Background: an optimization exercise with open tools, aiming at small area, a short achievable clock period and few clock cycles per item. Do not read the settings as production practice. Where RTL was checked, it was by simulation tests only, not by an equivalence proof against the original. The RTL of runs 1 and 2 was laid out without a check of its function.

<file path="design.v">
module fa (input a, input b, input c, output s, output co);
    assign s = a ^ b ^ c;
    assign co = (a & b) | (a & c) | (b & c);
endmodule
module expression_solver
(
    input clk,
    input rst,
    input start,
    input [7:0] X,
    input [15:0] A,
    input [15:0] B,
    input [15:0] C,
    output [15:0] result,
    output zero,
    output overflow,
    output completed
);
    reg busy;          
    reg done;          
    reg [15:0] T;
    always @(posedge clk or posedge rst)
    begin
        if (rst) begin
            busy <= 1'b0;
            done <= 1'b0;
        end else begin
            if (start) busy <= 1'b1;
            done <= busy;
        end
    end
    wire [15:0] m = busy ? T : A;
    wire [7:0] x = done ? 8'd1 : X;
    wire [15:0] kn = ~(done ? 16'd0 : busy ? C : B);
    wire pp_0_0 = ~(x[0] & m[0]);
    wire pp_0_1 = ~(x[0] & m[1]);
    wire pp_0_2 = ~(x[0] & m[2]);
    wire pp_0_3 = ~(x[0] & m[3]);
    wire pp_0_4 = ~(x[0] & m[4]);
    wire pp_0_5 = ~(x[0] & m[5]);
    wire pp_0_6 = ~(x[0] & m[6]);
    wire pp_0_7 = ~(x[0] & m[7]);
    wire pp_0_8 = ~(x[0] & m[8]);
    wire pp_0_9 = ~(x[0] & m[9]);
    wire pp_0_10 = ~(x[0] & m[10]);
    wire pp_0_11 = ~(x[0] & m[11]);
    wire pp_0_12 = ~(x[0] & m[12]);
    wire pp_0_13 = ~(x[0] & m[13]);
    wire pp_0_14 = ~(x[0] & m[14]);
    wire pp_0_15 = ~(x[0] & m[15]);
    wire pp_1_0 = ~(x[1] & m[0]);
    wire pp_1_1 = ~(x[1] & m[1]);
    wire pp_1_2 = ~(x[1] & m[2]);
    wire pp_1_3 = ~(x[1] & m[3]);
    wire pp_1_4 = ~(x[1] & m[4]);
    wire pp_1_5 = ~(x[1] & m[5]);
    wire pp_1_6 = ~(x[1] & m[6]);
    wire pp_1_7 = ~(x[1] & m[7]);
    wire pp_1_8 = ~(x[1] & m[8]);
    wire pp_1_9 = ~(x[1] & m[9]);
    wire pp_1_10 = ~(x[1] & m[10]);
    wire pp_1_11 = ~(x[1] & m[11]);
    wire pp_1_12 = ~(x[1] & m[12]);
    wire pp_1_13 = ~(x[1] & m[13]);
    wire pp_1_14 = ~(x[1] & m[14]);
    wire pp_2_0 = ~(x[2] & m[0]);
    wire pp_2_1 = ~(x[2] & m[1]);
    wire pp_2_2 = ~(x[2] & m[2]);
    wire pp_2_3 = ~(x[2] & m[3]);
    wire pp_2_4 = ~(x[2] & m[4]);
    wire pp_2_5 = ~(x[2] & m[5]);
    wire pp_2_6 = ~(x[2] & m[6]);
    wire pp_2_7 = ~(x[2] & m[7]);
    wire pp_2_8 = ~(x[2] & m[8]);
    wire pp_2_9 = ~(x[2] & m[9]);
    wire pp_2_10 = ~(x[2] & m[10]);
    wire pp_2_11 = ~(x[2] & m[11]);
    wire pp_2_12 = ~(x[2] & m[12]);
    wire pp_2_13 = ~(x[2] & m[13]);
    wire pp_3_0 = ~(x[3] & m[0]);
    wire pp_3_1 = ~(x[3] & m[1]);
    wire pp_3_2 = ~(x[3] & m[2]);
    wire pp_3_3 = ~(x[3] & m[3]);
    wire pp_3_4 = ~(x[3] & m[4]);
    wire pp_3_5 = ~(x[3] & m[5]);
    wire pp_3_6 = ~(x[3] & m[6]);
    wire pp_3_7 = ~(x[3] & m[7]);
    wire pp_3_8 = ~(x[3] & m[8]);
    wire pp_3_9 = ~(x[3] & m[9]);
    wire pp_3_10 = ~(x[3] & m[10]);
    wire pp_3_11 = ~(x[3] & m[11]);
    wire pp_3_12 = ~(x[3] & m[12]);
    wire pp_4_0 = ~(x[4] & m[0]);
    wire pp_4_1 = ~(x[4] & m[1]);
    wire pp_4_2 = ~(x[4] & m[2]);
    wire pp_4_3 = ~(x[4] & m[3]);
    wire pp_4_4 = ~(x[4] & m[4]);
    wire pp_4_5 = ~(x[4] & m[5]);
    wire pp_4_6 = ~(x[4] & m[6]);
    wire pp_4_7 = ~(x[4] & m[7]);
    wire pp_4_8 = ~(x[4] & m[8]);
    wire pp_4_9 = ~(x[4] & m[9]);
    wire pp_4_10 = ~(x[4] & m[10]);
    wire pp_4_11 = ~(x[4] & m[11]);
    wire pp_5_0 = ~(x[5] & m[0]);
    wire pp_5_1 = ~(x[5] & m[1]);
    wire pp_5_2 = ~(x[5] & m[2]);
    wire pp_5_3 = ~(x[5] & m[3]);
    wire pp_5_4 = ~(x[5] & m[4]);
    wire pp_5_5 = ~(x[5] & m[5]);
    wire pp_5_6 = ~(x[5] & m[6]);
    wire pp_5_7 = ~(x[5] & m[7]);
    wire pp_5_8 = ~(x[5] & m[8]);
    wire pp_5_9 = ~(x[5] & m[9]);
    wire pp_5_10 = ~(x[5] & m[10]);
    wire pp_6_0 = ~(x[6] & m[0]);
    wire pp_6_1 = ~(x[6] & m[1]);
    wire pp_6_2 = ~(x[6] & m[2]);
    wire pp_6_3 = ~(x[6] & m[3]);
    wire pp_6_4 = ~(x[6] & m[4]);
    wire pp_6_5 = ~(x[6] & m[5]);
    wire pp_6_6 = ~(x[6] & m[6]);
    wire pp_6_7 = ~(x[6] & m[7]);
    wire pp_6_8 = ~(x[6] & m[8]);
    wire pp_6_9 = ~(x[6] & m[9]);
    wire pp_7_0 = ~(x[7] & m[0]);
    wire pp_7_1 = ~(x[7] & m[1]);
    wire pp_7_2 = ~(x[7] & m[2]);
    wire pp_7_3 = ~(x[7] & m[3]);
    wire pp_7_4 = ~(x[7] & m[4]);
    wire pp_7_5 = ~(x[7] & m[5]);
    wire pp_7_6 = ~(x[7] & m[6]);
    wire pp_7_7 = ~(x[7] & m[7]);
    wire pp_7_8 = ~(x[7] & m[8]);
    wire s1, c2;
    fa fa_s1 (pp_0_5, pp_1_4, pp_2_3, s1, c2);
    wire s3, c4;
    fa fa_s3 (pp_0_6, pp_1_5, pp_2_4, s3, c4);
    wire s5, c6;
    fa fa_s5 (pp_3_3, pp_4_2, pp_5_1, s5, c6);
    wire s7, c8;
    fa fa_s7 (pp_0_7, pp_1_6, pp_2_5, s7, c8);
    wire s9, c10;
    fa fa_s9 (pp_3_4, pp_4_3, pp_5_2, s9, c10);
    wire s11, c12;
    fa fa_s11 (pp_6_1, pp_7_0, kn[7], s11, c12);
    wire s13, c14;
    fa fa_s13 (pp_0_8, pp_1_7, pp_2_6, s13, c14);
    wire s15, c16;
    fa fa_s15 (pp_3_5, pp_4_4, pp_5_3, s15, c16);
    wire s17, c18;
    fa fa_s17 (pp_6_2, pp_7_1, kn[8], s17, c18);
    wire s19, c20;
    fa fa_s19 (pp_0_9, pp_1_8, pp_2_7, s19, c20);
    wire s21, c22;
    fa fa_s21 (pp_3_6, pp_4_5, pp_5_4, s21, c22);
    wire s23, c24;
    fa fa_s23 (pp_6_3, pp_7_2, kn[9], s23, c24);
    wire s25, c26;
    fa fa_s25 (pp_0_10, pp_1_9, pp_2_8, s25, c26);
    wire s27, c28;
    fa fa_s27 (pp_3_7, pp_4_6, pp_5_5, s27, c28);
    wire s29, c30;
    fa fa_s29 (pp_6_4, pp_7_3, kn[10], s29, c30);
    wire s31, c32;
    fa fa_s31 (pp_0_11, pp_1_10, pp_2_9, s31, c32);
    wire s33, c34;
    fa fa_s33 (pp_3_8, pp_4_7, pp_5_6, s33, c34);
    wire s35, c36;
    fa fa_s35 (pp_6_5, pp_7_4, kn[11], s35, c36);
    wire s37, c38;
    fa fa_s37 (pp_0_12, pp_1_11, pp_2_10, s37, c38);
    wire s39, c40;
    fa fa_s39 (pp_3_9, pp_4_8, pp_5_7, s39, c40);
    wire s41, c42;
    fa fa_s41 (pp_6_6, pp_7_5, kn[12], s41, c42);
    wire s43, c44;
    fa fa_s43 (pp_0_13, pp_1_12, pp_2_11, s43, c44);
    wire s45, c46;
    fa fa_s45 (pp_3_10, pp_4_9, pp_5_8, s45, c46);
    wire s47, c48;
    fa fa_s47 (pp_6_7, pp_7_6, kn[13], s47, c48);
    wire s49, c50;
    fa fa_s49 (pp_0_14, pp_1_13, pp_2_12, s49, c50);
    wire s51, c52;
    fa fa_s51 (pp_3_11, pp_4_10, pp_5_9, s51, c52);
    wire s53, c54;
    fa fa_s53 (pp_6_8, pp_7_7, kn[14], s53, c54);
    wire s55 = pp_0_15 ^ pp_1_14 ^ pp_2_13;
    wire s56 = pp_3_12 ^ pp_4_11 ^ pp_5_10;
    wire s57 = pp_6_9 ^ pp_7_8 ^ kn[15];
    wire s58, c59;
    fa fa_s58 (pp_0_3, pp_1_2, pp_2_1, s58, c59);
    wire s60, c61;
    fa fa_s60 (pp_0_4, pp_1_3, pp_2_2, s60, c61);
    wire s62, c63;
    fa fa_s62 (pp_3_1, pp_4_0, kn[4], s62, c63);
    wire s64, c65;
    fa fa_s64 (pp_3_2, pp_4_1, pp_5_0, s64, c65);
    wire h66 = ~(kn[5] ^ s1);
    wire c67 = kn[5] | s1;
    wire s68, c69;
    fa fa_s68 (pp_6_0, kn[6], c2, s68, c69);
    wire h70 = ~(s3 ^ s5);
    wire c71 = s3 | s5;
    wire s72, c73;
    fa fa_s72 (c4, c6, s7, s72, c73);
    wire h74 = ~(s9 ^ s11);
    wire c75 = s9 | s11;
    wire s76, c77;
    fa fa_s76 (c10, c8, s13, s76, c77);
    wire s78, c79;
    fa fa_s78 (s15, c12, s17, s78, c79);
    wire s80, c81;
    fa fa_s80 (c14, c16, s19, s80, c81);
    wire s82, c83;
    fa fa_s82 (s21, c18, s23, s82, c83);
    wire s84, c85;
    fa fa_s84 (c20, c22, s25, s84, c85);
    wire s86, c87;
    fa fa_s86 (s27, c24, s29, s86, c87);
    wire s88, c89;
    fa fa_s88 (c26, c28, s31, s88, c89);
    wire s90, c91;
    fa fa_s90 (s33, c30, s35, s90, c91);
    wire s92, c93;
    fa fa_s92 (c32, c34, s37, s92, c93);
    wire s94, c95;
    fa fa_s94 (s39, c36, s41, s94, c95);
    wire s96, c97;
    fa fa_s96 (c38, c40, s43, s96, c97);
    wire s98, c99;
    fa fa_s98 (s45, c42, s47, s98, c99);
    wire s100, c101;
    fa fa_s100 (c44, c46, s49, s100, c101);
    wire s102, c103;
    fa fa_s102 (s51, c48, s53, s102, c103);
    wire s104 = c50 ^ c52 ^ s55;
    wire s105 = s56 ^ c54 ^ s57;
    wire s106, c107;
    fa fa_s106 (pp_0_2, pp_1_1, pp_2_0, s106, c107);
    wire s108, c109;
    fa fa_s108 (pp_3_0, kn[3], s58, s108, c109);
    wire s110, c111;
    fa fa_s110 (c59, s60, s62, s110, c111);
    wire s112, c113;
    fa fa_s112 (c61, s64, c63, s112, c113);
    wire s114, c115;
    fa fa_s114 (c65, c67, h70, s114, c115);
    wire s116, c117;
    fa fa_s116 (c69, c71, h74, s116, c117);
    wire s118, c119;
    fa fa_s118 (c73, c75, s76, s118, c119);
    wire s120, c121;
    fa fa_s120 (c77, s80, c79, s120, c121);
    wire s122, c123;
    fa fa_s122 (c81, s84, c83, s122, c123);
    wire s124, c125;
    fa fa_s124 (c85, s88, c87, s124, c125);
    wire s126, c127;
    fa fa_s126 (c89, s92, c91, s126, c127);
    wire s128, c129;
    fa fa_s128 (c93, s96, c95, s128, c129);
    wire s130, c131;
    fa fa_s130 (c97, s100, c99, s130, c131);
    wire s132 = c101 ^ s104 ^ c103;
    wire s133, c134;
    fa fa_s133 (pp_0_1, pp_1_0, kn[1], s133, c134);
    wire h135 = ~(kn[2] ^ s106);
    wire c136 = kn[2] | s106;
    wire h137 = ~(c107 ^ s108);
    wire c138 = c107 | s108;
    wire h139 = ~(c109 ^ s110);
    wire c140 = c109 | s110;
    wire s141, c142;
    fa fa_s141 (h66, c111, s112, s141, c142);
    wire s143, c144;
    fa fa_s143 (s68, c113, s114, s143, c144);
    wire s145, c146;
    fa fa_s145 (s72, c115, s116, s145, c146);
    wire s147, c148;
    fa fa_s147 (s78, c117, s118, s147, c148);
    wire s149, c150;
    fa fa_s149 (s82, c119, s120, s149, c150);
    wire s151, c152;
    fa fa_s151 (s86, c121, s122, s151, c152);
    wire s153, c154;
    fa fa_s153 (s90, c123, s124, s153, c154);
    wire s155, c156;
    fa fa_s155 (s94, c125, s126, s155, c156);
    wire s157, c158;
    fa fa_s157 (s98, c127, s128, s157, c158);
    wire s159, c160;
    fa fa_s159 (s102, c129, s130, s159, c160);
    wire s161 = s105 ^ c131 ^ s132;
    wire [15:0] r0 = {~c160, ~c158, ~c156, ~c154, ~c152, ~c150, ~c148, ~c146, ~c144, ~c142, ~c140, ~c138, ~c136, ~c134, ~s133, ~pp_0_0};
    wire [15:0] r1 = {~s161, ~s159, ~s157, ~s155, ~s153, ~s151, ~s149, ~s147, ~s145, ~s143, ~s141, ~h139, ~h137, ~h135, 1'b0, ~kn[0]};
    wire [15:0] y = r0 + r1;
    assign result = y;
    assign zero = ~|y;
    always @(posedge clk)
    begin
        T <= y;
    end
    assign completed = busy;
    assign overflow = 1'b0;
endmodule
</file>
<file path="flow/run.sh">
#!/bin/bash
# The standard layout, with the port buffers made from the smallest buffer
# (buf_1) instead of the delay buffer buffer_ports picks by default; the
# resizer still upsizes them where timing, slew or load ask for it.
set -euo pipefail
export BUFFER_PORTS_ARGS="-buffer_cell sky130_fd_sc_hd__buf_1"
bash standard.sh > standard_finish.log 2>&1
</file>
<file path="standard.sh">
#!/bin/bash
# synth_recipe.tcl (not shown) runs the flow's synth.tcl, then flattens the netlist and writes it again
# the make line also repeats each setting of config.mk as NAME=value (left out here)
make -C /OpenROAD-flow-scripts/flow DESIGN_CONFIG=/design/flow/config.mk WORK_HOME=/design/flow/orfs CLKGATE_MAP_FILE= SYNTH_SCRIPT=/design/flow/synth_recipe.tcl "${@:-finish}"
</file>
<file path="config.mk">
export PLATFORM = sky130hd
export DESIGN_NAME = expression_solver
export DESIGN_NICKNAME = expression_solver
export VERILOG_FILES = /design/flow/design.v
export SDC_FILE = /design/flow/constraint.sdc
export NUM_CORES = 4
export LEC_CHECK = 0
export CAP_MARGIN = 20
export CORE_MARGIN = 2
export CORE_UTILIZATION = 40
export SETUP_SLACK_MARGIN = 2
export SLEW_MARGIN = 20
export SYNTH_HIERARCHICAL = 1
export SYNTH_MINIMUM_KEEP_SIZE = 0
</file>
<file path="constraint.sdc">
create_clock -name core_clock -period 11.0 [get_ports {clk}]
set_input_delay 2.2000 -clock core_clock [delete_from_list [all_inputs] [get_ports {clk}]]
set_output_delay 2.2000 -clock core_clock [all_outputs]
set_load 0.01 [all_outputs]
</file>
==> results of run 1 <==
-- per-layer routing --
metal	part of all wire [%]	up-vias	track usage [%]
met4	1.1	0	2.769
met3	4.6	10	2.736
met5	0	-	0
met1	42	1570	24.99
met2	52	93	34.51
li1	-	1503	-
-- tightest hold or removal path, cell delays in order, from the launching register on --
cell,delay (ns)
dfxtp_1,0.32
mux2_4,0.20
and2_1,0.14
ha_1,0.18
-- through the flow --
step	util [%]	area, um2	instances
after CTS	47.18	4380	614
after global routing	51.02	4737	637
after detailed placement	45.32	4208	602
after floorplan	-	3835	413
final	51.05	4740	638
after global placement	45.32	4208	602
-- cells by family (layout without fill, tap and decap cells) --
| family | after synthesis | in the layout | share of synthesized area [%] |
|---|---|---|---|
| simple gates | 161 | 162 | 19.09 |
| buf+inv | 58 | 152 | 6.136 |
| compound gates | 27 | 27 | 5.451 |
| flops | 18 | 18 | 9.661 |
| fa+ha+maj | 92 | 92 | 43.93 |
| xor+xnor | 24 | 24 | 6.560 |
| mux | 32 | 32 | 9.073 |
| other cells | 1 | 2 | 0.09782 |
-- Yosys cell counts (2+ instances only) --
cell / instances
nand3_1: 2
nand2_1: 106
or2_2: 14
mux2_2: 13
inv_1: 41
o21ai_0: 3
a21oi_1: 8
or3_1: 4
and3_1: 3
xor2_1: 6
and2b_1: 3
buf_2: 2
or2_1: 2
buf_1: 2
nor2_1: 10
nor2b_1: 5
and2_1: 3
mux2i_1: 16
fa_1: 71
a21o_1: 4
xnor3_1: 3
clkbuf_1: 10
xnor2_1: 15
dfrtp_1: 2
nor3_1: 2
o2111ai_1: 2
buf_4: 2
dfxtp_1: 16
ha_1: 21
mux2_4: 2
-- repair_timing --
item / in CTS / in global routing
gates resized for setup: 20 / 43
hold endpoints to repair: 0 / 0
gates cloned: 0 / 2
setup buffers: 8 / 21
pin swaps: 1 / 18
setup endpoints to repair: 6 / 3
-- flip-flops by register name (all words and copies together), names as in the netlist --
signal  flops
busy        1
done        1
T          16
-- area by class of cell --
cell class,instances,area [um2],area share (%)
tap,129,161.4,3.405
inverter,41,153.9,3.247
clock buffer,4,45.04,0.9504
antenna,1,2.502,0.05280
timing repair buffer,107,535.5,11.30
multi-input combinational,338,3470,73.20
sequential,18,371.6,7.841
-- path summary, 6_finish.rpt --
check / cells past startpoint / endpoint / slack, ns / start
worst min register to register: 3 / T[0] / 0.89 / T[0]
worst min-delay path: 3 / T[0] / 0.89 / T[0]
max in group asynchronous: 2 / busy / 9.12 / rst
worst max-delay path: 19 / zero / 2.12 / X[5]
worst max register to register: 17 / T[14] / 5.55 / busy
min in group asynchronous: 2 / done / 1.76 / rst
-- per-module statistics from Yosys, one instance, submodules excluded --
module | copies in the design | cells inside | flip-flops and latches
expression_solver | 1 | 342 | 18
fa | 71 | 1 | 0
-- layout by cell type (no fill, tap or decap), drive strengths merged, types with 8 or more instances in the layout --
| cell type | n |
|---|---|
| ha | 21 |
| or2 | 16 |
| nor2 | 10 |
| mux2 | 16 |
| xnor2 | 15 |
| dfxtp | 16 |
| nand2 | 106 |
| mux2i | 16 |
| a21oi | 8 |
| buf | 104 |
| inv | 41 |
| fa | 71 |
==> summary.txt, run 1 <==
Run status
  • Status: no timing/DRC/antenna violations

Critical path
  • CP max stage delay: roughly 0.5 ns
  • Crit-path cells: clkbuf_2, nor2b_4, nand2_2, fa_1, inv_1, ha_1, inv_2, fa_1, fa_1, inv_1, ha_2, or2_2, a21oi_2, a31oi_2, a221o_1, a311oi_2, xnor2_2, nor4_2, buf_2
  • Slowest CP cell: fa_1
  • Most frequent CP cell: fa_1
  • Crit Path Max Fanout: 8
  • Worst EP required: ~8.8 ns
  • Family with the most delay on the worst path: adder cells
  • Setup crit start kind: input port
  • CP Class: in -> out
  • CP Buf/Inv Count: 5
  • CP Capture Type: output port
  • Crit path DAT: between 6 and 7 ns

Yosys
  • Synth Net Count: 564
  • #FFs+latches synth: 18
  • Yosys top cell by area: fa_1
  • Predominant post-synthesis flop cell: dfxtp_1
  • Netlist Area Pre-Place: 3834 um2
  • Synth unique cells: 50
  • Synth top area share: between 30% and 40%
  • Synth warn: 7
  • Post-synth EDFFs: 0
  • Sequential area share after synthesis: under 10%
  • Ys async rst share: between 10% and 20%
  • Syn_area_per_cell: 9.283 um2
  • Synth Instances: around 410
  • Ranking of synthesized cells by area: fa_1, nand2_1, dfxtp_1, ha_1, mux2i_1

Die
  • Starting Density: 41.29%
  • Placeable Area: 9284 um2
  • Die width: between 100 and 150 um
  • Die ar.: a little over 10000 um2
  • Ports: 78
  • FP Rows: 35
  • Die span in y: slightly above 100 um

Drt
  • Final wirelength: 10.14 mm
  • Via count: around 3200
  • Routed len/inst: 15.89 um
  • Vias per cell: between 4 and 5
  • # DRC: 0
  • DRT antenna net count: 0
  • Drt initial violations: roughly 130
  • Drt pass-1 iters: 4

Clock tree
  • Post-cts hold buffer count: 0
  • Worst-path clk slew: 0.07 ns
  • TritonCTS clock tree: yes
  • CTS Buf Count: 3
  • Clock Tree Buf Depth: 2
  • Clock sink total: 18
  • Root buf cell: clkbuf_8
  • H-tree depth: 1
  • Worst-skew pair later-pin latency: around 0.25 ns

Timing
  • Worst-Margin Slew: 1.089 ns
  • Minimum clock period: about 9 ns
  • Max frequency: 0.1127 GHz
  • Final hold viol count: 0
  • RSZ-0062 raised after global routing: false
  • Clk_skew: ~0.0015 ns
  • Relative slew slack: between 20% and 30%
  • Final setup viols: 0
  • Setup ws final: roughly 2.1 ns
  • Hold_ws: 0.8882 ns
  • Slew Limit Fails: 0
  • Post-Route Setup TNS: 0 ns
  • Fin crit share: ~81%

Finish
  • Layout cells sized above 1: 20.67%
  • Final #Nets: between 600 and 700
  • Final-layout fill cell count: approximately 920
  • Synth-to-Final Area Change: 23.63%

Placement
  • Post-DP HPWL: 7.733 mm
  • Pre-CTS setup slack: 1.328 ns
  • Placer congestion estimate: approximately 0.86
  • Count of input and output buffers: 76

Global routing
  • GRT Total Usage: between 10% and 20%
  • Antenna violations before repair: 0
  • Total gr overflow: 0
  • Global-route wire length before repair: 15.48 mm
  • Vias in the first global route: 3195
  • Largest net degree at the start of global routing: 36

Flow run
  • Max Cap Violations: 0

Hold path
  • Worst Hold Class: reg -> reg
==> inputs of run 2 (changes only) <==
--- a/config.mk
+++ b/config.mk
@@ -8,7 +8,7 @@
 export CAP_MARGIN = 20
 export CORE_MARGIN = 2
 export CORE_UTILIZATION = 40
-export SETUP_SLACK_MARGIN = 2
+export SETUP_SLACK_MARGIN = 2.5
 export SLEW_MARGIN = 20
 export SYNTH_HIERARCHICAL = 1
 export SYNTH_MINIMUM_KEEP_SIZE = 0
==> run 2 against run 1 <==
  * Still clean on timing, DRC and antenna
  * Synthesized cell count unchanged
  * Setup slack got worse by 0.0011 ns
  * First-iteration DRC count decreased by 11%
  * Utilization increased by 2.7 points
  * Wire length increased by 3.4%
  * Register-to-register slack improved by 0.04 ns
  * Largest cell class unchanged
==> summary.txt, run 2 <==
Run status
  • Status: no timing/DRC/antenna violations

Clock tree
  • TritonCTS clock tree: yes
  • Worst-path clk slew: 0.07 ns (about the same)
  • Worst-skew pair later-pin latency: 0.26 ns (about the same)
  • Clock sink total: 18 (unchanged)
  • CTS Buf Count: 3 (unchanged)
  • Root buf cell: clkbuf_8
  • Clock Tree Buf Depth: 2 (unchanged)
  • H-tree depth: 1 (unchanged)

Die
  • Placeable Area: 9284 um2 (unchanged)
  • Die span in y: 101.9 um (unchanged)
  • Die ar.: 10380 um2 (unchanged)
  • Starting Density: 41.29% (unchanged)
  • FP Rows: 35 (unchanged)
  • Ports: 78 (unchanged)
  • Die width: 101.9 um (unchanged)

Yosys
  • Post-synth EDFFs: 0 (unchanged)
  • Yosys top cell by area: fa_1
  • Sequential area share after synthesis: 9.661% (unchanged)
  • Netlist Area Pre-Place: 3834 um2 (unchanged)
  • Ys async rst share: 11.11% (unchanged)
  • #FFs+latches synth: 18 (unchanged)
  • Synth Instances: 413 (unchanged)
  • Cell with the most instances after synthesis: nand2_1
  • Syn_area_per_cell: 9.283 um2 (unchanged)
  • Synth top area share: 37.08% (unchanged)
  • Synth warn: 7 (unchanged)
  • Synth unique cells: 50 (unchanged)
  • Ranking of synthesized cells by area: fa_1, nand2_1, dfxtp_1, ha_1, mux2i_1
  • Synth Net Count: 564 (unchanged)
  • Commonest cells in the netlist: nand2_1, fa_1, inv_1, ha_1
  • Predominant post-synthesis flop cell: dfxtp_1

Timing
  • Minimum clock period: 8.877 ns (+0.001090 ns)
  • Post-Route Setup TNS: 0 ns (unchanged)
  • Clk_skew: 0.001872 ns (+0.0003492 ns)
  • Final hold viol count: 0 (unchanged)
  • Final setup viols: 0 (unchanged)
  • Relative slew slack: 34.23% (+6.8 points)
  • RSZ-0062 raised after global routing: true
  • Worst-Margin Slew: 0.9865 ns (-0.1020 ns)
  • Slew Limit Fails: 0 (unchanged)
  • Max frequency: 0.1126 GHz (about the same)
  • Fin crit share: 80.70% (about the same)

Critical path
  • CP Capture Type: output port
  • R2r setup slk: 5.59 ns (+0.04 ns)
  • CP Buf/Inv Count: 5 (unchanged)
  • Crit-path cells: buf_1, and2b_4, nand2_1, fa_1, inv_1, ha_1, inv_1, fa_1, fa_1, inv_1, ha_2, or3_1, a2111o_1, and3_4, nor3_2, xor2_1, o2111ai_2, nor4_2, buf_2
  • Family with the most delay on the worst path: adder cells
  • CP Class: in -> out
  • Crit path DAT: 6.68 ns (about the same)
  • Setup crit start kind: input port
  • Stages on worst setup path: 19 (unchanged)
  • Crit Path Max Fanout: 11 (+3)
  • Worst EP required: 8.80 ns (about the same)
  • R2R cell count: 18 (+1)
  • R2R Path End: T[15]
  • CP max stage delay: 0.51 ns (about the same)
  • Slowest CP cell: fa_1
  • Reg2reg start: busy

Finish
  • Ant. Diodes: 0 (-1)
  • Post-Layout Inst Area: 4994 um2 (+5.4%)
  • Multi-input gate area: 3572 um2 (+3.0%)
  • Synth-to-Final Area Change: 30.25%
  • Max FFs per register: 16 (unchanged)
  • Commonest non-fill, non-tap cell in the layout: nand2_1
  • Top reg by flops: T
  • Final Util: 53.79% (+2.7 points)
  • Most frequent cells in the layout: nand2_1, buf_1, fa_1, inv_1, buf_4
  • Reg area: 372.9 um2 (+0.34%)
  • Biggest regs: T (16), busy (1), done (1)
  • Final-layout fill cell count: 886 (-3.4%)
  • Layout cells sized above 1: 27.64% (+7.0 points)
  • Final #Nets: 673 (+2.0%)

Global routing
  • Antenna violations before repair: 0 (unchanged)
  • Vias in the first global route: 3442 (+7.7%)
  • GRT Total Usage: 20.44% (+1.3 points)
  • Global-route wire length before repair: 16.35 mm (+5.6%)
  • Total gr overflow: 0 (unchanged)
  • Largest net degree at the start of global routing: 36 (unchanged)

Drt
  • Drt initial violations: 111 (-11%)
  • DRT antenna net count: 0 (unchanged)
  • # DRC: 0 (unchanged)
  • Drt pass-1 iters: 4 (unchanged)
  • Vias per cell: 5.040 (+1.2%)
  • Via count: 3276 (+3.1%)
  • Final wirelength: 10.49 mm (+3.4%)
  • Routed len/inst: 16.14 um (+1.5%)

Hold path
  • Hold Path Cell Cnt: 3 (unchanged)
  • Hold Startpoint: T[0]
  • Worst Hold Class: reg -> reg
  • Hold path endpoint: T[0]

Placement
  • Placer congestion estimate: 0.8152 (-5.5%)
  • Placed cell areas: 4275 um2 (+1.6%)
  • Count of input and output buffers: 76 (unchanged)
  • Post-DP HPWL: 7.731 mm (about the same)

Flow run
  • Max Cap Violations: 0 (unchanged)
==> run 2: cell counts after synthesis <==
No cell type changed its count.
==> run 2: worst reg2reg max path, cell delays in order, from the launching register on <==
cell	delay, ns
dfrtp_2	1.02
mux2_4	0.40
nand2_1	0.11
fa_2	0.56
inv_1	0.04
ha_1	0.18
inv_1	0.10
fa_2	0.45
fa_1	0.50
inv_2	0.05
ha_4	0.15
buf_4	0.13
a21oi_1	0.29
a31oi_4	0.17
a221o_1	0.37
a311oi_2	0.37
xnor2_2	0.13
buf_4	0.16
buf_4	0.13
==> run 2: timing repair <==
item / CTS / global route
endpoints found under the setup margin: 7 / 5
gates cloned: 1 / 0
buffers inserted: 27 / 17
resized for setup: 71 / 14
hold buffers: 0 / 0
pin swaps: 17 / 4
==> run 2: area by class of cell <==
type | instances | area share [%]
Multi-Input combinational cell | 338 | 71.54
Timing Repair Buffer | 120 | 13.58
Sequential cell | 18 | 7.467
Clock buffer | 4 | 1.102
Tap cell | 129 | 3.232
Inverter | 41 | 3.082
==> run 2: layer usage <==
layer  vias up  part of all wire (%)  global-route usage (%)
li1       1530                     -                       -
met3        16                   7.0                   3.146
met2       129                    52                   37.60
met1      1601                    39                   25.87
met5         -                     0                       0
met4         0                   1.3                   3.179
==> run 2: modules after synthesis (local to each module, per instance) <==
module | cell area, um2 | times used | cells
fa | 20.02 | 71 | 1
expression_solver | 2412 | 1 | 342
==> run 2: kinds of logic (layout without fill, tap and decap cells) <==
family / count (synthesis) / after routing / share of synthesized area (%)
xor gates and xnor gates: 24 / 24 / 6.560
adders and majority gates: 92 / 92 / 43.93
muxes: 32 / 32 / 9.073
buffers and inverters: 58 / 165 / 6.136
other: 1 / 1 / 0.09782
DFF: 18 / 18 / 9.661
and+or+nand+nor: 161 / 162 / 19.09
AOI/OAI and AO/OA: 27 / 27 / 5.451
==> run 2: worst max-delay path by stage <==
stage                 to  startpoint
floorplan           zero        X[3]
global placement    zero        X[5]
detailed placement  zero        X[5]
CTS                 zero        A[2]
global route        zero        X[5]
finish              zero        X[4]
==> run 2: through the flow <==
step                      cells  setup WS (ns)  hold WS (ns)
after CTS                   633          2.200        0.8880
after floorplan             413          2.403        0.4537
after detailed placement    601          1.692        0.9229
final                       650          2.123        0.8961
after global placement      601          1.771        0.9127
after global routing        650          1.958        0.9686
==> inputs of run 3 (changes only) <==
--- a/design.v
+++ b/design.v
@@ -30,8 +30,8 @@
         end
     end
     wire [15:0] m = busy ? T : A;
-    wire [7:0] x = done ? 8'd1 : X;
-    wire [15:0] kn = ~(done ? 16'd0 : busy ? C : B);
+    wire [7:0] x = X;
+    wire [15:0] kn = ~(busy ? C : B);
     wire pp_0_0 = ~(x[0] & m[0]);
     wire pp_0_1 = ~(x[0] & m[1]);
     wire pp_0_2 = ~(x[0] & m[2]);
@@ -293,14 +293,15 @@
     wire s159, c160;
     fa fa_s159 (s102, c129, s130, s159, c160);
     wire s161 = s105 ^ c131 ^ s132;
-    wire [15:0] r0 = {~c160, ~c158, ~c156, ~c154, ~c152, ~c150, ~c148, ~c146, ~c144, ~c142, ~c140, ~c138, ~c136, ~c134, ~s133, ~pp_0_0};
-    wire [15:0] r1 = {~s161, ~s159, ~s157, ~s155, ~s153, ~s151, ~s149, ~s147, ~s145, ~s143, ~s141, ~h139, ~h137, ~h135, 1'b0, ~kn[0]};
-    wire [15:0] y = r0 + r1;
-    assign result = y;
-    assign zero = ~|y;
+    wire [15:0] n0 = {c160, c158, c156, c154, c152, c150, c148, c146, c144, c142, c140, c138, c136, c134, s133, pp_0_0};
+    wire [15:0] n1 = {s161, s159, s157, s155, s153, s151, s149, s147, s145, s143, s141, h139, h137, h135, 1'b1, kn[0]};
+    wire [15:0] yn = n0 + n1 + 16'd1;
+    wire [15:0] y = ~yn;
+    assign result = done ? T : y;
+    assign zero = ~|result;
     always @(posedge clk)
     begin
-        T <= y;
+        T <= result;
     end
     assign completed = busy;
     assign overflow = 1'b0;
==> run 3 against run 2 <==
  * Non-clock buffer count decreased by 33
  * Final cell count decreased by 5.4%
  * Hold slack got worse by 0.37 ns
  * Critical endpoint unchanged
==> summary.txt, run 3 <==
Run status
  • Status: no timing/DRC/antenna violations

Clock tree
  • CTS Buf Count: 3 (unchanged)
  • Worst-path clk slew: 0.07 ns (about the same)
  • Post-cts hold buffer count: 0 (unchanged)
  • Clock Tree Buf Depth: 2 (unchanged)
  • H-tree depth: 1 (unchanged)
  • Clock sink total: 18 (unchanged)
  • Worst-skew pair later-pin latency: 0.26 ns (about the same)
  • TritonCTS clock tree: yes
  • Root buf cell: clkbuf_8

Timing
  • Final hold viol count: 0 (unchanged)
  • Max frequency: 0.1136 GHz (+0.88%)
  • Fin crit share: 80.00% (-0.70 points)
  • Worst-Margin Slew: 0.8718 ns (-0.1148 ns)
  • Minimum clock period: 8.800 ns (-0.07727 ns)
  • Post-Route Setup TNS: 0 ns (unchanged)
  • Relative slew slack: 41.88% (+7.7 points)
  • Clk_skew: 0.002809 ns (+0.0009377 ns)
  • RSZ-0062 raised after global routing: true
  • Setup ws final: 2.200 ns (+0.07727 ns)
  • Final setup viols: 0 (unchanged)
  • Slew Limit Fails: 0 (unchanged)
  • Hold_ws: 0.5240 ns (-0.3721 ns)

Critical path
  • Most frequent CP cell: fa_1
  • CP max stage delay: 0.51 ns (about the same)
  • CP Capture Type: output port
  • Crit Path Max Fanout: 15 (+4)
  • CP Class: in -> out
  • Crit path DAT: 6.60 ns (-0.08 ns)
  • R2r setup slk: 6.03 ns (+0.44 ns)
  • Setup crit start kind: input port
  • Slowest CP cell: fa_1
  • Worst EP required: 8.80 ns (about the same)
  • Crit-path cells: buf_2, nand2_1, fa_1, inv_1, ha_1, inv_1, fa_1, fa_1, ha_4, or2_2, o31a_1, o2111ai_4, a211oi_2, nor2_2, a221o_1, nand4bb_1, a2111oi_4, buf_2

Drt
  • Vias per cell: 5.133 (+1.9%)
  • # DRC: 0 (unchanged)
  • Final wirelength: 9.587 mm (-8.6%)
  • Via count: 3157 (-3.6%)
  • Routed len/inst: 15.59 um (-3.4%)
  • DRT antenna net count: 0 (unchanged)
  • Drt pass-1 iters: 4 (unchanged)
  • Drt initial violations: 147 (+32%)

Yosys
  • Netlist Area Pre-Place: 3840 um2 (+0.16%)
  • Synth Net Count: 564 (unchanged)
  • Post-synth EDFFs: 0 (unchanged)
  • Syn_area_per_cell: 9.298 um2 (+0.16%)
  • Sequential area share after synthesis: 9.645% (-0.016 points)
  • Synth Instances: 413 (unchanged)
  • Synth unique cells: 55 (+10%)
  • Ranking of synthesized cells by area: fa_1, nand2_1, dfxtp_1, ha_1, mux2_2
  • Yosys top cell by area: fa_1
  • #FFs+latches synth: 18 (unchanged)
  • Predominant post-synthesis flop cell: dfxtp_1
  • Ys async rst share: 11.11% (unchanged)
  • Synth top area share: 37.02% (-0.060 points)
  • Commonest cells in the netlist: nand2_1, fa_1, inv_1, mux2_2, ha_1
  • Synth warn: 7 (unchanged)
  • Cell with the most instances after synthesis: nand2_1

Die
  • Die span in y: 102.0 um (about the same)
  • Starting Density: 41.36% (+0.067 points)
  • Die ar.: 10400 um2 (+0.16%)
  • Die width: 102.0 um (about the same)
  • Ports: 78 (unchanged)
  • Placeable Area: 9284 um2 (unchanged)
  • FP Rows: 35 (unchanged)

Finish
  • Ant. Diodes: 0 (unchanged)
  • Max FFs per register: 16 (unchanged)
  • Synth-to-Final Area Change: 18.21%
  • Top reg by flops: T
  • Most frequent cells in the layout: nand2_1, fa_1, buf_1, inv_1, ha_1
  • Biggest regs: T (16), busy (1), done (1)
  • Reg area: 371.6 um2 (-0.34%)
  • Final Util: 48.89% (-4.9 points)
  • Final-layout fill cell count: 941 (+6.2%)
  • Multi-input gate area: 3445 um2 (-3.6%)
  • Layout cells sized above 1: 15.84% (-12 points)
  • Commonest non-fill, non-tap cell in the layout: nand2_1
  • Final #Nets: 638 (-5.2%)
  • Post-Layout Inst Area: 4539 um2 (-9.1%)

Global routing
  • Antenna violations before repair: 0 (unchanged)
  • GRT Total Usage: 19.26% (-1.2 points)
  • Largest net degree at the start of global routing: 28 (-22%)
  • Total gr overflow: 0 (unchanged)
  • Global-route wire length before repair: 15.84 mm (-3.1%)
  • Vias in the first global route: 3268 (-5.1%)

Placement
  • Placed cell areas: 4243 um2 (-0.76%)
  • Placer congestion estimate: 0.8515 (+4.5%)
  • Count of input and output buffers: 76 (unchanged)
  • Post-DP HPWL: 7.947 mm (+2.8%)
  • Pre-CTS setup slack: 1.661 ns (-0.03119 ns)

Flow run
  • Max Cap Violations: 0 (unchanged)

Hold path
  • Worst Hold Class: reg -> reg
-- run 3: cell types whose count changed after synthesis, sizes merged, moves of 4 or more --
cell,before,now
or2,16,3
inv,41,32
mux2,16,22
nand2,106,112
o21ai,3,8
mux2i,16,12
or3,4,0
-- run 3: metal layers --
metal	GRT usage [%]	vias up	wire length, um
met4	4.000	0	144
met3	1.847	12	278
met2	35.17	64	5036
li1	-	1504	-
met1	24.88	1577	4127
met5	0	-	0
-- run 3: critical path, delay by kind of cell --
kind                     cells  cell delay, ns
buffers and inverters        4            0.58
AND/OR/NAND/NOR              4            0.57
adder cells (fa/ha/maj)      5            1.98
AO/OA/AOI/OAI                5            1.26
-- run 3: final timing paths --
path,from,to,depth (start not counted)
min in group asynchronous,rst,busy,2
min reg2reg,T[8],T[8],1
max reg2reg,busy,T[14],15
max,X[1],zero,18
max in group asynchronous,rst,busy,2
min,T[8],T[8],1
-- run 3: final cells by class --
cell class                 instances  share of cell area [%]
tap                              129                   3.556
sequential                        18                   8.186
timing repair buffer              87                   8.517
inverter                          32                   2.646
multi-input combinational        345                   75.88
clock buffer                       4                   1.213
-- run 3: modules after synthesis, one instance, submodules excluded --
module,cells inside,flip-flops and latches,copies in the design,cell area [um2]
expression_solver,342,18,1,2419
fa,1,0,71,20.02
-- run 3: cell families after synthesis --
group | count (synthesis) | synth area share (%)
and+or+nand+nor | 149 | 16.81
adders and majority gates | 92 | 43.86
buffers and inverters | 50 | 5.246
AOI/OAI and AO/OA | 48 | 9.971
muxes | 34 | 9.580
xor gates and xnor gates | 21 | 4.790
DFF | 18 | 9.645
other | 1 | 0.09766
-- run 3: stage by stage --
| stage | cells |
|---|---|
| global route | 615 |
| global placement | 601 |
| detailed placement | 601 |
| finish | 615 |
| CTS | 610 |
| floorplan | 413 |
-- run 3: what timing repair did --
action,4_1_cts,5_1_grt
gates resized for setup,28,21
buffers inserted,5,5
pin swaps,8,13
setup endpoints to repair,9,5
gates cloned,0,0
Testbench counts of run 3, summed over its fixed seeds: cycles 2,400, items 1,200.
==> inputs of run 4 (changes only) <==
--- a/config.mk
+++ b/config.mk
@@ -7,8 +7,8 @@
 export LEC_CHECK = 0
 export CAP_MARGIN = 20
 export CORE_MARGIN = 2
-export CORE_UTILIZATION = 40
-export SETUP_SLACK_MARGIN = 2.5
+export CORE_UTILIZATION = 55
+export SETUP_SLACK_MARGIN = 2
 export SLEW_MARGIN = 20
 export SYNTH_HIERARCHICAL = 1
 export SYNTH_MINIMUM_KEEP_SIZE = 0
==> run 4 against run 3 <==
  * Synthesized area unchanged
  * Clock skew about the same
  * Final cell count decreased by 8.8%
  * Global-route usage increased by 6.2 points
  * Still clean on timing, DRC and antenna
  * Hold slack got worse by 0.0018 ns
  * Cell area decreased by 2.2%
  * Utilization increased by 17 points
  * Via count increased by 1.9%
  * Count of clock-buffer cells in the layout unchanged
  * Die area decreased by 26%
==> summary.txt, run 4 <==
Run status
  • Status: no timing/DRC/antenna violations

Finish
  • Post-Layout Inst Area: 4439 um2 (-2.2%)
  • Max FFs per register: 16 (unchanged)
  • Final-layout fill cell count: 586 (-38%)
  • Biggest regs: T (16), busy (1), done (1)
  • Synth-to-Final Area Change: 15.61%
  • Non-Filler Instances: 561 (-8.8%)
  • Layout cells sized above 1: 14.76% (-1.1 points)
  • Ant. Diodes: 0 (unchanged)
  • Top reg by flops: T
  • Final #Nets: 633 (-0.78%)
  • Commonest non-fill, non-tap cell in the layout: nand2_1
  • Most frequent cells in the layout: nand2_1, buf_1, fa_1, inv_1, ha_1

Critical path
  • CP max stage delay: 0.57 ns (+0.06 ns)
  • Worst EP required: 8.80 ns (about the same)
  • CP Capture Type: output port
  • Crit path DAT: 6.70 ns (+0.10 ns)
  • Family with the most delay on the worst path: adder cells
  • Crit Path Max Fanout: 5 (-10)
  • Setup crit start kind: input port
  • Slowest CP cell: fa_1
  • CP Buf/Inv Count: 3 (-1)
  • Most frequent CP cell: fa_1
  • Crit-path cells: buf_1, mux2_4, buf_12, nand2_1, fa_1, fa_2, fa_1, fa_1, ha_4, o21a_1, o21ai_2, o21bai_1, a31oi_2, o21ai_1, xnor2_1, mux2_4, a2111oi_4, buf_2
  • CP Class: in -> out

Yosys
  • Synth warn: 7 (unchanged)
  • Commonest cells in the netlist: nand2_1, fa_1, inv_1, mux2_2, ha_1
  • Ranking of synthesized cells by area: fa_1, nand2_1, dfxtp_1, ha_1, mux2_2
  • Ys async rst share: 11.11% (unchanged)
  • Synth unique cells: 55 (unchanged)
  • #FFs+latches synth: 18 (unchanged)
  • Synth top area share: 37.02% (unchanged)
  • Yosys top cell by area: fa_1
  • Cell with the most instances after synthesis: nand2_1
  • Netlist Area Pre-Place: 3840 um2 (unchanged)
  • Synth Instances: 413 (unchanged)
  • Post-synth EDFFs: 0 (unchanged)
  • Syn_area_per_cell: 9.298 um2 (unchanged)
  • Synth Net Count: 564 (unchanged)
  • Predominant post-synthesis flop cell: dfxtp_1
  • Sequential area share after synthesis: 9.645% (unchanged)

Placement
  • Post-DP HPWL: 7.787 mm (-2.0%)
  • Placed cell areas: 4153 um2 (-2.1%)
  • Placer congestion estimate: 0.8571 (+0.66%)
  • Inst Count DP: 552 (-8.2%)
  • Count of input and output buffers: 76 (unchanged)

Die
  • FP Rows: 30 (-14%)
  • Die ar.: 7666 um2 (-26%)
  • Die span in y: 87.56 um (-14%)
  • Starting Density: 56.83% (+15 points)
  • Ports: 78 (unchanged)
  • Die width: 87.56 um (-14%)
  • Placeable Area: 6756 um2 (-27%)

Global routing
  • Total gr overflow: 0 (unchanged)
  • Vias in the first global route: 3144 (-3.8%)
  • Largest net degree at the start of global routing: 38 (+36%)
  • GRT Total Usage: 25.46% (+6.2 points)
  • Antenna violations before repair: 0 (unchanged)
  • Global-route wire length before repair: 15.10 mm (-4.7%)

Drt
  • Drt initial violations: 193 (+31%)
  • Drt pass-1 iters: 4 (unchanged)
  • Vias per cell: 5.736 (+12%)
  • Via count: 3218 (+1.9%)
  • # DRC: 0 (unchanged)
  • Final wirelength: 9.631 mm (+0.46%)
  • DRT antenna net count: 0 (unchanged)
  • Routed len/inst: 17.17 um (+10%)

Timing
  • Fin crit share: 80.94% (+0.94 points)
  • RSZ-0062 raised after global routing: true
  • Minimum clock period: 8.904 ns (+0.1038 ns)
  • Final setup viols: 0 (unchanged)
  • Final hold viol count: 0 (unchanged)
  • Slew Limit Fails: 0 (unchanged)
  • Max frequency: 0.1123 GHz (-1.2%)
  • Clk_skew: 0.002400 ns (-0.0004096 ns)
  • Worst-Margin Slew: 0.9900 ns (+0.1182 ns)
  • Post-Route Setup TNS: 0 ns (unchanged)
  • Relative slew slack: 34.00% (-7.9 points)

Clock tree
  • Root buf cell: clkbuf_8
  • H-tree depth: 1 (unchanged)
  • CTS Buf Count: 3 (unchanged)
  • Worst-path clk slew: 0.07 ns (about the same)
  • Worst-skew pair later-pin latency: 0.25 ns (about the same)
  • Clock Tree Buf Depth: 2 (unchanged)
  • Clock sink total: 18 (unchanged)
  • TritonCTS clock tree: yes

Flow run
  • Max Cap Violations: 0 (unchanged)

Hold path
  • Worst Hold Class: reg -> reg
-- run 4: cell counts after synthesis --
No cell type changed its count.
-- run 4: per-module statistics from Yosys, one instance, submodules excluded --
module / flip-flops and latches / cell area [um2]
expression_solver: 18 / 2419
fa: 0 / 20.02
-- run 4: repair_timing --
item / 4_1_cts / 5_1_grt
pin swaps: 0 / 17
buffers inserted: 0 / 5
endpoints found under the setup margin: 1 / 1
hold buffers: 0 / 0
gates resized for setup: 11 / 37
-- run 4: final timing paths --
kind	from	endpoint	slack [ns]	depth (start not counted)
worst max register to register	busy	T[14]	5.75	15
max in group asynchronous	rst	busy	9.13	2
worst min-delay path	T[1]	T[1]	0.52	1
worst max-delay path	A[3]	zero	2.10	18
worst min register to register	T[1]	T[1]	0.52	1
min in group asynchronous	rst	busy	1.75	2
-- run 4: metrics by stage --
step,hold WS [ns],utilization (%),setup slack (ns)
after global placement,0.4950,61.46,1.807
after detailed placement,0.5014,61.46,1.716
after floorplan,0.4537,-,2.064
final,0.5222,65.70,2.096
after CTS,0.5195,62.41,2.001
after global routing,0.5520,65.70,1.956
-- run 4: area by class of cell --
class	count	area (um2)	share of cell area, %
well taps	80	100.1	2.255
inverters	32	120.1	2.706
repair buffers	82	355.3	8.005
multi-input cells	345	3447	77.65
flip-flops and latches	18	371.6	8.371
clock buffers	4	45.04	1.015
-- run 4: cell families (layout without fill, tap and decap cells) --
family,Yosys count,after routing,synth area share [%]
AO/OA/AOI/OAI,48,48,9.971
other,1,1,0.09766
flip-flops,18,18,9.645
buffers and inverters,50,118,5.246
XOR/XNOR,21,21,4.790
AND/OR/NAND/NOR,149,149,16.81
adder cells (fa/ha/maj),92,92,43.86
multiplexers,34,34,9.580
-- run 4: metal layers --
layer | wire length, um | track usage, % | vias up
met2 | 4975 | 43.94 | 119
met5 | 0 | 0 | -
met1 | 4010 | 35.28 | 1589
met3 | 491 | 2.545 | 16
met4 | 155 | 4.895 | 0
li1 | - | - | 1494
==> inputs of run 5 (changes only) <==
--- a/config.mk
+++ b/config.mk
@@ -7,7 +7,10 @@
 export LEC_CHECK = 0
 export CAP_MARGIN = 20
 export CORE_MARGIN = 2
-export CORE_UTILIZATION = 55
+export CORE_UTILIZATION = 40
+export CTS_BUF_LIST = sky130_fd_sc_hd__clkbuf_8
+export CTS_CLUSTER_DIAMETER = 200
+export CTS_CLUSTER_SIZE = 50
 export SETUP_SLACK_MARGIN = 2
 export SLEW_MARGIN = 20
 export SYNTH_HIERARCHICAL = 1
==> run 5 against run 4 <==
  * Still clean
  * Non-clock buffer count is 3 lower
  * Clock skew down 0.00058 ns
  * Fmax grew 1.3%
  * Cell area is 1.2% lower
  * Sequential share of layout area grew 0.098 points
  * Utilization down 18 points
==> summary.txt, run 5 <==
Run status
  • Status: no timing/DRC/antenna violations

Clock tree
  • Clock sink total: 18 (unchanged)
  • Clock Tree Buf Depth: 2 (unchanged)
  • Worst-path clk slew: 0.07 ns (about the same)
  • Post-cts hold buffer count: 0 (unchanged)
  • CTS Buf Count: 3 (unchanged)
  • Root buf cell: clkbuf_8
  • Worst-skew pair later-pin latency: 0.26 ns (about the same)
  • H-tree depth: 1 (unchanged)
  • TritonCTS clock tree: yes

Finish
  • Commonest non-fill, non-tap cell in the layout: nand2_1
  • Non-Filler Instances: 607 (+8.2%)
  • Ant. Diodes: 0 (unchanged)
  • Final Util: 47.26% (-18 points)
  • Biggest regs: T (16), busy (1), done (1)
  • Max FFs per register: 16 (unchanged)
  • Most frequent cells in the layout: nand2_1, fa_1, buf_1, inv_1, ha_1
  • Synth-to-Final Area Change: 14.27%
  • Top reg by flops: T
  • Final #Nets: 630 (-0.47%)
  • Layout cells sized above 1: 11.51% (-3.3 points)

Global routing
  • GR Util met1: 25.43% (-9.9 points)
  • GR Layer Usage met3: 1.300% (-1.2 points)
  • Global-route wire length before repair: 15.52 mm (+2.7%)
  • Largest net degree at the start of global routing: 38 (unchanged)
  • Antenna violations before repair: 0 (unchanged)
  • Met2 usage in global routing: 34.11% (-9.8 points)
  • Total gr overflow: 0 (unchanged)
  • GRT Max-Usage Layer: met2
  • Vias in the first global route: 3204 (+1.9%)
  • GRT Total Usage: 18.79% (-6.7 points)

Timing
  • Hold_ws: 0.5309 ns (+0.008699 ns)
  • Minimum clock period: 8.785 ns (-0.1185 ns)
  • Relative slew slack: 35.13% (+1.1 points)
  • Final hold viol count: 0 (unchanged)
  • Fin crit share: 79.87% (-1.1 points)
  • Max frequency: 0.1138 GHz (+1.3%)
  • Post-Route Setup TNS: 0 ns (unchanged)
  • Slew Limit Fails: 0 (unchanged)
  • Final setup viols: 0 (unchanged)
  • RSZ-0062 raised after global routing: true
  • Worst-Margin Slew: 0.9731 ns (-0.01691 ns)
  • Clk_skew: 0.001819 ns (-0.0005809 ns)

Flow run
  • Max Cap Violations: 0 (unchanged)

Yosys
  • Synth top area share: 37.02% (unchanged)
  • Predominant post-synthesis flop cell: dfxtp_1
  • Synth Instances: 413 (unchanged)
  • Cell with the most instances after synthesis: nand2_1
  • Yosys top cell by area: fa_1
  • Post-synth EDFFs: 0 (unchanged)
  • Syn_area_per_cell: 9.298 um2 (unchanged)
  • Synth unique cells: 55 (unchanged)
  • #FFs+latches synth: 18 (unchanged)
  • Ys async rst share: 11.11% (unchanged)
  • Sequential area share after synthesis: 9.645% (unchanged)
  • Netlist Area Pre-Place: 3840 um2 (unchanged)
  • Synth Net Count: 564 (unchanged)
  • Ranking of synthesized cells by area: fa_1, nand2_1, dfxtp_1, ha_1, mux2_2
  • Synth warn: 7 (unchanged)
  • Commonest cells in the netlist: nand2_1, fa_1, inv_1, mux2_2, ha_1

Drt
  • DRT antenna net count: 0 (unchanged)
  • Drt initial violations: 136 (-30%)
  • Vias per cell: 5.208 (-9.2%)
  • Via count: 3161 (-1.8%)
  • # DRC: 0 (unchanged)
  • Drt pass-1 iters: 4 (unchanged)
  • Routed len/inst: 15.53 um (-9.5%)
  • Final wirelength: 9.427 mm (-2.1%)

Placement
  • Count of input and output buffers: 76 (unchanged)
  • Placer congestion estimate: 0.8818 (+2.9%)
  • Inst Count DP: 600 (+8.7%)
  • Post-DP HPWL: 7.902 mm (+1.5%)

Hold path
  • Worst Hold Class: reg -> reg

Critical path
  • CP Capture Type: output port
  • Worst EP required: 8.80 ns (about the same)
  • Crit path DAT: 6.59 ns (-0.11 ns)
  • Crit-path cells: buf_1, mux2_4, nand2_1, fa_1, inv_1, ha_1, inv_1, fa_1, fa_1, ha_4, or2_2, o31a_1, o2111ai_4, a211oi_2, nor2_1, a221o_1, nand4bb_1, a2111oi_2, buf_2
  • Most frequent CP cell: fa_1
  • Slowest CP cell: fa_1
  • CP max stage delay: 0.54 ns (-0.03 ns)
  • Crit Path Max Fanout: 8 (+3)
  • CP Class: in -> out
  • Setup crit start kind: input port

Die
  • Placeable Area: 9284 um2 (+37%)
  • Ports: 78 (unchanged)
  • Die ar.: 10400 um2 (+36%)
  • Die span in y: 102.0 um (+16%)
  • Starting Density: 41.36% (-15 points)
  • FP Rows: 35 (+17%)
  • Die width: 102.0 um (+16%)
## run 5: cell count changes in the layout (fill, tap and decap cells not counted), moves of 2 or more
cell,previous run,this run
nand2_2,4,1
clkbuf_4,0,2
buf_2,7,5
nand2_1,108,111
fa_1,66,71
fa_2,5,0
## run 5: layer usage
layer	part of all wire (%)	vias to the layer above
met1	43	1589
met4	0.57	0
li1	-	1488
met5	0	-
met2	53	79
met3	3.8	5
## run 5: metrics by stage
stage          setup slack, ns  instance area [um2]
2_1_floorplan            2.064                 3840
3_3_place_gp             1.631                 4207
3_5_place_dp             1.416                 4207
4_1_cts                  2.010                 4288
5_1_grt                  1.985                 4388
6_report                 2.215                 4388
## run 5: Yosys stat by module (local to each module, per instance)
module             cell area, um2  flops+latches  copies in the design
expression_solver            2419             18                     1
fa                          20.02              0                    71
## run 5: area by class of cell
type                    instances  area (um2)
flip-flops and latches         18       371.6
multi-input cells             345        3354
inverters                      32       120.1
repair buffers                 79       325.3
clock buffers                   4       55.05
fillers                       984        4896
well taps                     129       161.4
## run 5: cells by family (layout without fill, tap and decap cells)
| logic type | count (synthesis) | count (layout) | synth area share, % |
|---|---|---|---|
| AOI/OAI and AO/OA | 48 | 48 | 9.971 |
| other | 1 | 1 | 0.09766 |
| buffers and inverters | 50 | 115 | 5.246 |
| and+or+nand+nor | 149 | 149 | 16.81 |
| xor gates and xnor gates | 21 | 21 | 4.790 |
| adders and majority gates | 92 | 92 | 43.86 |
| DFF | 18 | 18 | 9.645 |
| muxes | 34 | 34 | 9.580 |
## run 5: repair_timing
item / CTS / global route
pin swaps: 0 / 3
resized for setup: 17 / 18
setup buffers: 0 / 3
endpoints found under the setup margin: 5 / 1
## run 5: path summary, 6_finish.rpt
kind	start	endpoint	slack (ns)	depth (start not counted)
max	A[3]	zero	2.21	19
min	T[1]	T[1]	0.53	1
max reg2reg	busy	T[15]	5.77	17
min reg2reg	T[1]	T[1]	0.53	1
max in group asynchronous	rst	busy	9.12	2
min in group asynchronous	rst	done	1.76	2
## run 5: worst max-delay path: cells and delay by family
| family | cells | cell delay (ns) |
|---|---|---|
| AO/OA/AOI/OAI | 5 | 1.23 |
| buffers and inverters | 4 | 0.35 |
| multiplexers | 1 | 0.22 |
| AND/OR/NAND/NOR | 4 | 0.54 |
| adder cells (fa/ha/maj) | 5 | 2.04 |
==> inputs of run 6 (changes only) <==
--- a/config.mk
+++ b/config.mk
@@ -5,12 +5,10 @@
 export SDC_FILE = /design/flow/constraint.sdc
 export NUM_CORES = 4
 export LEC_CHECK = 0
+export ABC_AREA = 1
 export CAP_MARGIN = 20
 export CORE_MARGIN = 2
 export CORE_UTILIZATION = 40
-export CTS_BUF_LIST = sky130_fd_sc_hd__clkbuf_8
-export CTS_CLUSTER_DIAMETER = 200
-export CTS_CLUSTER_SIZE = 50
 export SETUP_SLACK_MARGIN = 2
 export SLEW_MARGIN = 20
 export SYNTH_HIERARCHICAL = 1
==> run 6 against run 5 <==
  * Still clean
  * Final cell count is 29% higher
  * Flip-flop and latch count is the same
  * Register-to-register slack better by 0.33 ns
  * Synthesized area up 9.5%
  * Hold slack worse by 0.026 ns
  * Count of clock-buffer cells in the layout unchanged
  * Setup slack improved by 0.052 ns
  * Critical endpoint unchanged
  * Largest cell class unchanged
==> summary.txt, run 6 <==
Critical path
  • CP Buf/Inv Count: 4 (unchanged)
  • Most frequent CP cell: fa_1
  • Slowest CP cell: fa_1
  • CP Class: in -> out
  • Crit path DAT: 6.53 ns (-0.06 ns)
  • CP max stage delay: 0.51 ns (-0.03 ns)
  • CP Capture Type: output port
  • Family with the most delay on the worst path: adder cells
  • Setup crit start kind: input port
  • Crit Path Max Fanout: 7 (-1)
  • Crit-path cells: buf_1, or2_0, nand2_2, clkinvlp_4, nand2_2, fa_1, fa_1, fa_1, fa_1, ha_4, nand2_1, nor2_2, nand4_1, nand3_1, nand2_1, nand3_1, nand2_2, inv_1, nand4_1, nor2_1, nand4_1, nor2_2, buf_1
  • Worst EP required: 8.80 ns (about the same)

Finish
  • Final #Nets: 798 (+27%)
  • Final Util: 46.25% (-1.0 points)
  • Top reg by flops: T
  • Commonest non-fill, non-tap cell in the layout: nand2_1
  • Biggest regs: T (16), busy (1), done (1)
  • Synth-to-Final Area Change: 13.00%
  • Ant. Diodes: 0 (unchanged)
  • Layout cells sized above 1: 8.050% (-3.5 points)
  • Most frequent cells in the layout: nand2_1, inv_1, fa_1, buf_1, nand3_1
  • Max FFs per register: 16 (unchanged)

Yosys
  • Synth Instances: 582 (+41%)
  • Sequential area share after synthesis: 8.804% (-0.84 points)
  • Post-synth EDFFs: 0 (unchanged)
  • Syn_area_per_cell: 7.228 um2 (-22%)
  • Synth unique cells: 43 (-22%)
  • Synth top area share: 33.79% (-3.2 points)
  • Yosys top cell by area: fa_1
  • Ys async rst share: 11.11% (unchanged)
  • Predominant post-synthesis flop cell: dfxtp_1
  • Netlist Area Pre-Place: 4207 um2 (+9.5%)
  • Synth Net Count: 733 (+30%)
  • Synth warn: 7 (unchanged)
  • Cell with the most instances after synthesis: nand2_1
  • Ranking of synthesized cells by area: fa_1, nand2_1, inv_1, dfxtp_1, ha_1
  • #FFs+latches synth: 18 (unchanged)
  • Commonest cells in the netlist: nand2_1, inv_1, fa_1, nand3_1, ha_1

Drt
  • # DRC: 0 (unchanged)
  • Final wirelength: 10.91 mm (+16%)
  • Routed len/inst: 13.95 um (-10%)
  • Via count: 3841 (+22%)
  • Drt pass-1 iters: 4 (unchanged)
  • Drt initial violations: 221 (+63%)
  • DRT antenna net count: 0 (unchanged)
  • Vias per cell: 4.912 (-5.7%)

Global routing
  • Total gr overflow: 0 (unchanged)
  • Global-route wire length before repair: 18.32 mm (+18%)
  • Largest net degree at the start of global routing: 38 (unchanged)
  • Antenna violations before repair: 0 (unchanged)
  • Vias in the first global route: 3838 (+20%)
  • GRT Total Usage: 20.17% (+1.4 points)

Die
  • FP Rows: 37 (+5.7%)
  • Ports: 78 (unchanged)
  • Die ar.: 11350 um2 (+9.2%)
  • Starting Density: 40.93% (-0.43 points)
  • Die span in y: 106.6 um (+4.5%)
  • Die width: 106.6 um (+4.5%)
  • Placeable Area: 10280 um2 (+11%)

Run status
  • Status: no timing/DRC/antenna violations

Timing
  • Post-Route Setup TNS: 0 ns (unchanged)
  • Minimum clock period: 8.733 ns (-0.05216 ns)
  • Hold_ws: 0.5045 ns (-0.02641 ns)
  • Relative slew slack: 63.43% (+28 points)
  • RSZ-0062 raised after global routing: false
  • Fin crit share: 79.39% (-0.47 points)
  • Final hold viol count: 0 (unchanged)
  • Max frequency: 0.1145 GHz (+0.60%)
  • Final setup viols: 0 (unchanged)
  • Clk_skew: 0.003068 ns (+0.001249 ns)
  • Worst-Margin Slew: 0.5451 ns (-0.4279 ns)
  • Slew Limit Fails: 0 (unchanged)

Clock tree
  • Worst-skew pair later-pin latency: 0.26 ns (about the same)
  • Worst-path clk slew: 0.07 ns (about the same)
  • CTS Buf Count: 3 (unchanged)
  • H-tree depth: 1 (unchanged)
  • Clock Tree Buf Depth: 2 (unchanged)
  • # Post-CTS Setup Buffers: 0 (unchanged)
  • Root buf cell: clkbuf_8
  • TritonCTS clock tree: yes
  • Clock sink total: 18 (unchanged)

Placement
  • Placer congestion estimate: 0.9249 (+4.9%)
  • Post-DP HPWL: 9.327 mm (+18%)
  • Count of input and output buffers: 76 (unchanged)

Flow run
  • Max Cap Violations: 0 (unchanged)

Hold path
  • Worst Hold Class: reg -> reg
## run 6: cell types whose count changed after synthesis, sizes merged, moves of 11 or more
cell / delta
mux2: -22
inv: +64
xnor2: -11
nor2: +17
nand3: +29
nand2: +102
## run 6: final cells by class
type | count | area, um2
fillers | 1058 | 5524
flip-flops and latches | 18 | 371.6
clock buffers | 4 | 55.05
repair buffers | 77 | 301.5
inverters | 97 | 367.9
multi-input cells | 450 | 3487
well taps | 136 | 170.2
## run 6: per-layer routing
layer | share of wire, % | vias to the layer above | global-route usage (%) | routed length [um]
li1 | - | 1910 | - | -
met1 | 45 | 1805 | 27.78 | 4908
met2 | 48 | 115 | 34.39 | 5243
met3 | 5.9 | 11 | 2.575 | 641
met4 | 1.1 | 0 | 3.711 | 115
met5 | 0 | - | 0 | 0
## run 6: final timing paths
path	cells past startpoint	from	slack (ns)	to
max in group asynchronous	2	rst	9.13	busy
max reg2reg	19	busy	6.10	T[14]
max	23	A[8]	2.27	zero
min	2	T[6]	0.50	T[6]
min reg2reg	2	T[6]	0.50	T[6]
min in group asynchronous	2	rst	1.75	done
## run 6: cells by family after synthesis
kind of cell | synth area share [%]
flops | 8.804
compound gates | 5.562
buf+inv | 10.65
simple gates | 29.54
xor+xnor | 2.469
other cells | 0.08915
mux | 2.856
fa+ha+maj | 40.04
## run 6: per-module statistics from Yosys, one instance, submodules excluded
module | cells | times used
expression_solver | 511 | 1
fa | 1 | 71
## run 6: through the flow
stage          std cells  setup WS (ns)  cell area [um2]
2_1_floorplan        582          2.562             4207
3_3_place_gp         778          1.764             4587
3_5_place_dp         778          1.809             4587
4_1_cts              782          2.041             4656
5_1_grt              782          1.978             4753
6_report             782          2.267             4753
## run 6: worst register-to-register path: cells and delay by family (launching register included)
kind | cells | cell delay, ns
buffers and inverters | 6 | 0.95
adder cells (fa/ha/maj) | 5 | 2.06
AND/OR/NAND/NOR | 3 | 0.33
AO/OA/AOI/OAI | 5 | 1.08
flip-flops | 1 | 0.37
## run 6: what timing repair did
| action | 4_1_cts | 5_1_grt |
|---|---|---|
| endpoints found under the setup margin | 2 | 3 |
| hold buffers | 0 | 0 |
| pin swaps | 0 | 1 |
| endpoints found under the hold margin | 0 | 0 |
| gates cloned | 0 | 0 |
| resized for setup | 5 | 30 |

==> what the ideal ports hide <==
Ports are ideal in the flow. The routed layouts listed here were re-timed in OpenROAD.
Step 1: set_driving_cell puts a clkbuf_16 on clk and a buf_2 on each other input, an assumption about the parent block.
Step 2 adds t to the input delays and takes it off the output delays; t is the mean of the earliest and latest rising clock arrival at the registers after step 1. Input paths then give back, and output paths get back, about the clock's delay inside the block.
Three values: ideal, step 1, step 2; two values: the first two.
run | t (ns) | setup WS [ns] | slew at the worst register clock pin (ns)
run 1 | 0.279 | 2.124 / 2.097 / 2.097 | 0.07 / 0.07
run 2 | 0.280 | 2.123 / 2.078 / 2.078 | 0.07 / 0.07
run 3 | 0.279 | 2.200 / 2.177 / 2.177 | 0.07 / 0.07
run 4 | 0.274 | 2.096 / 2.075 / 2.075 | 0.07 / 0.07
run 5 | 0.277 | 2.215 / 2.186 / 2.186 | 0.07 / 0.07
run 6 | 0.276 | 2.267 / 2.245 / 2.245 | 0.07 / 0.07
After both steps setup and hold are still met in every run listed. The setup slack of run 2, which loses most, moves by -0.045 ns with the drivers and by -0.045 ns with both steps.
